Source: an optimization exercise on an open RTL-to-GDS flow (aim: small area). Production flows keep margins and buffers that such runs may drop.
Function was checked by simulation only, so behaviour that the tests miss may differ from the original.

== build 77 ==
==> flow/design.v <==
module Snake (CLK_100MHz,Tick,Reset,Go,dir,gameOver,randX,randY,VBlank,HBlank,
              CurrentX,CurrentY,RED,GREEN,BLUE);
    input CLK_100MHz, Tick, Reset, VBlank, HBlank, Go;
    input [10:0] randX, randY, CurrentX, CurrentY;
    input [1:0] dir;
    output reg gameOver;
    output [3:0] RED, GREEN, BLUE;
    reg        r_q, g_q, b_q;
    assign RED   = {4{r_q}};
    assign GREEN = {4{g_q}};
    assign BLUE  = {4{b_q}};
    reg  [8:0]   hx, hy;            
    reg  [8:0]   ancx [1:2];        
    reg  [8:0]   ancy [1:2];
    reg  [127:1] sa, sb;            
    reg  [6:0]   nvalid;            
    reg  [4:0]   sz;                
    reg  [10:0]  appleX, appleY;
    reg          pause, zflag;
    reg  [1:0]   ldir;
    wire [10:0] cx = CurrentX, cy = CurrentY;
    wire border = (cx <= 20) || (cx >= 780) || (cy <= 20) || (cy >= 580);
    wire apple  = (cx > appleX) && ({1'b0,cx} < {1'b0,appleX} + 12'd20) &&
                  (cy > appleY) && ({1'b0,cy} < {1'b0,appleY} + 12'd20);
    wire box00  = (cx != 0) && (cx < 20) && (cy != 0) && (cy < 20);
    wire [8:0] cqx = cx[10:2], cqy = cy[10:2];
    wire lox = (cx[1:0] == 2'b00), loy = (cy[1:0] == 2'b00);
    wire [4:0] rokx, roky;
    genvar r;
    generate
        for (r = 0; r < 5; r = r + 1) begin : rk
            assign rokx[r] = (r >= 1 || !lox) && (cqx >= r);
            assign roky[r] = (r >= 1 || !loy) && (cqy >= r);
        end
    endgenerate
    wire [8:0] zsx, zcx_, zsy, zcy_;
    Snake_csa5 mx(.c(cqx), .s(zsx), .k(zcx_));
    Snake_csa5 my(.c(cqy), .s(zsy), .k(zcy_));
    wire [2:0] okx, oky;
    wire [6:0] ex [0:2];
    wire [6:0] ey [0:2];
    genvar m, i;
    generate
        for (m = 0; m < 3; m = m + 1) begin : big
            wire [8:0] axm, aym;
            if (m == 0) begin : h
                assign axm = hx;
                assign aym = hy;
            end else begin : a
                assign axm = ancx[m];
                assign aym = ancy[m];
            end
            Snake_axis ax_(.zs(zsx), .zk(zcx_), .za(axm), .rok(rokx), .ok(okx[m]), .e(ex[m]));
            Snake_axis ay_(.zs(zsy), .zk(zcy_), .za(aym), .rok(roky), .ok(oky[m]), .e(ey[m]));
        end
    endgenerate
    wire [6:0] size = {sz, 2'b11};
    wire [6:0] lim = (size < nvalid) ? size : nvalid;
    wire [4:0] ea [0:7];            
    wire [4:0] eb [0:7];
    wire [5:0] offa [0:7];          
    wire [5:0] offb [0:7];
    wire [7:0] sub_any;             
    wire head;
    generate
        for (m = 0; m < 8; m = m + 1) begin : sub
            localparam BIG = m / 3;
            if (m % 3 == 0) begin : o0
                assign offa[m] = 6'd0;
                assign offb[m] = 6'd0;
            end else begin : o1
                assign offa[m] = offa[m-1] + {ea[m-1][4], ea[m-1]};
                assign offb[m] = offb[m-1] + {eb[m-1][4], eb[m-1]};
            end
            wire [8:0] sA = {2'b00, ex[BIG]} + {2'b00, ey[BIG]} + {offa[m][5], offa[m][5], offa[m], 1'b0} - 9'd78;
            wire [8:0] sB = {2'b00, ey[BIG]} - {2'b00, ex[BIG]} + 9'd15 - {offb[m][5], offb[m][5], offb[m], 1'b0};
            wire rin = (sA[8:5] == 4'd0) && (sB[8:5] == 4'd0);
            wire ok = okx[BIG] && oky[BIG] && rin;
            wire pi = sA[0];
            wire [3:0] ta = sA[4:1];
            wire [3:0] tb = sB[4:1];
            wire [3:0] ca [0:15];
            wire [3:0] cb [0:15];
            assign ca[0] = 4'd8;
            assign cb[0] = 4'd7;
            wire [15:0] mt;             
            assign mt[0] = (ta == 4'd8) && (tb == 4'd7) && ((m == 0) ? 1'b1 : (16*m <= lim));
            for (i = 1; i <= 15; i = i + 1) begin : ent
                if (16*m + i <= 127) begin : e
                    assign ca[i] = ca[i-1] - {3'd0, sa[16*m+i]} + ((i % 2 == 0) ? 4'd1 : 4'd0);
                    assign cb[i] = cb[i-1] + {3'd0, sb[16*m+i]} - ((i % 2 == 0) ? 4'd1 : 4'd0);
                    assign mt[i] = (ca[i] == ta) && (cb[i] == tb) && (16*m + i <= lim);
                end else begin : z
                    assign ca[i] = 4'd0;
                    assign cb[i] = 4'd0;
                end
            end
            if (16*m + 16 <= 127) begin : nx
                assign ea[m] = 5'd7 - {1'b0, ca[15]} + {4'd0, sa[16*m+16]};
                assign eb[m] = {1'b0, cb[15]} - 5'd8 + {4'd0, sb[16*m+16]};
            end else begin : nn
                assign ea[m] = 5'd0;
                assign eb[m] = 5'd0;
            end
            wire even_any = (m == 0) ? (|{mt[14], mt[12], mt[10], mt[8], mt[6], mt[4], mt[2]})
                                     : (|{mt[14], mt[12], mt[10], mt[8], mt[6], mt[4], mt[2], mt[0]});
            wire odd_any  = |{mt[15], mt[13], mt[11], mt[9], mt[7], mt[5], mt[3], mt[1]};
            assign sub_any[m] = ok && (pi ? odd_any : even_any);
            if (m == 0) begin : hd
                assign head = ok && !pi && mt[0];
            end
        end
    endgenerate
    wire snake = (|sub_any) | ((size > nvalid) && box00);
    wire restart = Reset || gameOver;
    wire eat = apple && head;
    wire zload = Reset || (Tick && zflag);
    wire [8:0] nhx = hx + ((ldir == 2'd1) ? 9'd1 : (ldir == 2'd3) ? 9'd511 : 9'd0);
    wire [8:0] nhy = hy + ((ldir == 2'd2) ? 9'd1 : (ldir == 2'd0) ? 9'd511 : 9'd0);
    wire na = (ldir == 2'd1) || (ldir == 2'd2);
    wire nb = (ldir == 2'd1) || (ldir == 2'd0);
    always @(posedge CLK_100MHz) begin
        ldir <= dir;
        if (restart) begin
            pause <= 1'b1;
            zflag <= 1'b1;
        end else begin
            if (Go) pause <= 1'b0;
            if (!pause) zflag <= 1'b0;
        end
        if (eat) begin
            appleX <= randX;
            appleY <= randY;
            if (sz != 5'd31) sz <= sz + 5'd1;
        end else if (restart) begin
            appleX <= 11'd400;
            appleY <= 11'd300;
            sz <= 5'd0;
        end
        gameOver <= !Reset && head && (border || snake);
        if (zload) begin
            hx <= 9'd5;       
            hy <= 9'd25;      
            nvalid <= 7'd0;
        end else if (Tick) begin
            hx <= nhx;
            hy <= nhy;
            if (nvalid != 7'd127) nvalid <= nvalid + 7'd1;
        end
        if (Tick) begin
            sa <= {sa[126:1], na};
            sb <= {sb[126:1], nb};
        end
        if (VBlank || HBlank) begin
            r_q <= 1'b0; g_q <= 1'b0; b_q <= 1'b0;
        end else begin
            r_q <= apple && !snake;
            g_q <= (head || snake) && !border;
            b_q <= border;
        end
    end
    generate
        for (m = 1; m < 3; m = m + 1) begin : anc
            wire a_ = sa[48*m], b_ = sb[48*m];
            wire xs = (a_ == b_);
            wire [8:0] ux = ancx[m] + (xs ? (a_ ? 9'd1 : 9'd511) : 9'd0);
            wire [8:0] uy = ancy[m] + (!xs ? (a_ ? 9'd1 : 9'd511) : 9'd0);
            wire v = (nvalid >= 48*m);
            always @(posedge CLK_100MHz)
                if (Tick) begin
                    ancx[m] <= v ? ux : 9'd5;
                    ancy[m] <= v ? uy : 9'd25;
                end
        end
    endgenerate
endmodule
module Snake_csa5(c, s, k);
    input  [8:0] c;
    output [8:0] s, k;
    wire [8:0] p0 = c, p1 = {c[6:0], 2'b0}, p2 = {c[5:0], 3'b0},
               p3 = {c[2:0], 6'b0}, p4 = {c[1:0], 7'b0};
    wire [8:0] s1 = p0 ^ p1 ^ p2;
    wire [8:0] k1 = {((p0 & p1) | (p0 & p2) | (p1 & p2)), 1'b0};
    wire [8:0] s2 = s1 ^ p3 ^ p4;
    wire [8:0] k2 = {((s1 & p3) | (s1 & p4) | (p3 & p4)), 1'b0};
    assign s = s2 ^ k1 ^ k2;
    assign k = {((s2 & k1) | (s2 & k2) | (k1 & k2)), 1'b0};
endmodule
module Snake_axis(zs, zk, za, rok, ok, e);
    input  [8:0] zs, zk, za;
    input  [4:0] rok;
    output ok;
    output [6:0] e;
    wire [8:0] d = zs + zk - za;
    wire ge56 = (d >= 9'd56), ge158 = (d >= 9'd158), ge261 = (d >= 9'd261),
         ge363 = (d >= 9'd363), ge465 = (d >= 9'd465);
    wire s3 = rok[3] &&  ge56  && !ge158;
    wire s1 = rok[1] &&  ge158 && !ge261;
    wire s4 = rok[4] &&  ge261 && !ge363;
    wire s2 = rok[2] &&  ge363 && !ge465;
    wire s0 = rok[0] && (ge465 || !ge56);
    assign ok = s0 | s1 | s2 | s3 | s4;
    wire [6:0] k = ({7{s0}} & 7'd47) | ({7{s1}} & 7'd98) | ({7{s2}} & 7'd21) |
                   ({7{s3}} & 7'd72) | ({7{s4}} & 7'd123);
    assign e = d[6:0] + k;
endmodule
clock: 10.0 ns
lec_check: 0
cap_margin: 20
core_margin: 2
core_utilization: 40
cts_buf_list: sky130_fd_sc_hd__clkbuf_4 sky130_fd_sc_hd__clkbuf_8
cts_cluster_diameter: 60
cts_cluster_size: 30
gpl_timing_driven: 0
place_density: 0.72
setup_slack_margin: 0.15
slew_margin: 20
standard.sh (not shown) runs the stock make flow with config.mk's settings and CLKGATE_MAP_FILE= SYNTH_SCRIPT=/design/flow/synth_recipe.tcl, a recipe that flattens the netlist after the stock synthesis.
==> flow/flow/run.sh <==
#!/bin/bash
# Own flow: the standard layout, with a synthesis that skips Yosys's full/half
# adder extraction (extract_fa) and maps with ABC's default area-recovering
# script.  Registers, their names and cell types are those of the standard
# synthesis (same RTL passes, same flop mapping); only the combinational
# mapping differs.
set -euo pipefail
W=$PWD
sed "s#SYNTH_SCRIPT=[^ ]*#SYNTH_SCRIPT=$W/flow/synth.tcl#" standard.sh > own_synth.sh
bash own_synth.sh synth > synth_make.log 2>&1
bash standard.sh > layout_make.log 2>&1
==> flow/flow/synth.tcl <==
# The standard synthesis script (synth_recipe.tcl) with two changes made by
# overriding commands: extract_fa does nothing, and abc maps with Yosys's
# default ABC script (no ORFS speed script, no delay target).
proc synth {args} { yosys synth -nofsm -noshare {*}$args }
proc extract_fa {args} { puts "own flow: extract_fa skipped" }
proc abc {args} {
  foreach k {-script -D} {
    set i [lsearch -exact $args $k]
    if {$i >= 0} { set args [lreplace $args $i [expr {$i + 1}]] }
  }
  puts "own flow: abc $args"
  yosys abc {*}$args
}
source $::env(SCRIPTS_DIR)/synth.tcl
# left out here: clear keep_hierarchy, flatten, clean up, hide names made inside functions, write 1_2_yosys.v
Relative to build 77, the following input files were edited for build 88:
- PLACE_DENSITY removed (was 0.72)
- CTS_CLUSTER_DIAMETER removed (was 60)
- CTS_CLUSTER_SIZE changed from 30 to 20
[summary]
- Antenna diode count ends up lower on build 77.
- In build 88 the area growth from synthesis to layout turned out 1.6 points higher than in build 77.
- Diff build 77 -> build 88: maximum number of pins on one net before global-route repair moved up; number of cells after detailed placement saw little to no change; placed cell area has remained practically unchanged; number of filler instances in the final layout has increased.
For build 28, these inputs were changed with respect to build 88:
--- a/flow/flow/synth.tcl
+++ b/flow/flow/synth.tcl
@@ -3 +3 @@
-# default ABC script (no ORFS speed script, no delay target).
+# default ABC script (no ORFS speed script, no delay target or drive constraints).
@@ -7 +7 @@
-  foreach k {-script -D} {
+  foreach k {-script -constr -D} {
==> run summary <==
Area growth from synthesis to final layout delta for build 28 relative to build 88: 3.2 points higher. Build 28: maximum frequency about 0.6% below build 88. Count of routing violations after the opening detailed-route iteration was lower in the run labelled build 88.
--- input diff build 28..build 31 ---
- swapping 20 for 30 in CTS_CLUSTER_SIZE
- putting CTS_CLUSTER_DIAMETER at 60 where nothing was set
--- a/flow/flow/synth.tcl
+++ b/flow/flow/synth.tcl
@@ -3 +3 @@
-# default ABC script (no ORFS speed script, no delay target or drive constraints).
+# default ABC script (no ORFS speed script, no delay target).
@@ -7 +7 @@
-  foreach k {-script -constr -D} {
+  foreach k {-script -D} {
--- outcome ---
Summary of build 31 over build 28: length of routed wiring on met1 picked up an extra 5.0%, worst setup margin increased by 0.053 ns relative to the old numbers, sequential share of cell area increased 0.24 points, clock-pin slew on the worst setup and hold paths shows an increase of 0.03 ns. When build 31 is measured against build 28, its post-route fraction of the period consumed by the critical path turns out 0.53 points lower. Build 31 completed every stage of the flow, and the final layout passed the timing, DRC and antenna checks. The lower combined buffer and inverter count along the critical path of build 28 and build 31 is in build 28. Cell area | build 31 vs build 28 | build 31 smaller. Compared to build 28, build 31 has critical path depth in cells 1 higher. The run with more routed wire is build 31, not build 28. Looking at via count, build 31 sits above build 28.
### build 31 -> build 78
- CTS_CLUSTER_SIZE now 40, was 30
--- outcome ---
- On die outline area, build 78 and build 31 are neck and neck.
- Compared build 31 against build 78; die span in x within noise.
- Comparing build 31 against build 78, there is no change at all in synthesized cell count.
- Re clock buffer count from CTS: no difference whatsoever between build 31 and build 78.
- [compare] base=build 31 new=build 78: number of distinct standard cells referenced by the synthesized netlist flat, total cell area at the placement stage flat.
- Diff build 31 -> build 78: multiplexer fraction of the synthesized cell area about even; cell area after layout about even.
- As far as number of buffers outside the clock class in the layout goes, build 31 and build 78 are indistinguishable; the numbers are identical.

[port drivers added, routing unchanged]
No port has a modelled driver above. Below, the same layouts with a new extraction and two added sets of constraints. Step 1 sets driving cells, clkbuf_16 on the clock port and buf_2 on the other inputs (assumed; they add their load-dependent delay and slew). Step 2 times the ports against the registers' clock, not the clock port: input delays grow and output delays shrink by t, the midpoint of the rising clock arrivals with the driver on. Slacks: no drivers / after step 1 / after step 2; pairs: no drivers / after step 1.
| run | t (ns) | setup slack, ns | worst hold slack (ns) | pins driven straight from the clock port |
|---|---|---|---|---|
| build 77 | 0.806 | 0.232 / 0.257 / -0.549 | 0.443 / 0.443 / 0.443 | 1 |
| build 88 | 0.810 | 0.277 / 0.316 / -0.494 | 0.448 / 0.448 / 0.448 | 1 |
| build 28 | 0.810 | 0.216 / 0.215 / -0.596 | 0.445 / 0.445 / 0.445 | 1 |
| build 31 | 0.829 | 0.268 / 0.307 / -0.521 | 0.453 / 0.453 / 0.453 | 1 |
| build 78 | 0.829 | 0.268 / 0.307 / -0.521 | 0.453 / 0.453 / 0.453 | 1 |
Met with ideal ports but missed after step 2: setup timing in every run listed. The setup slack of build 28, which loses most, moves by -0.001 ns with the drivers and by -0.812 ns with both steps.
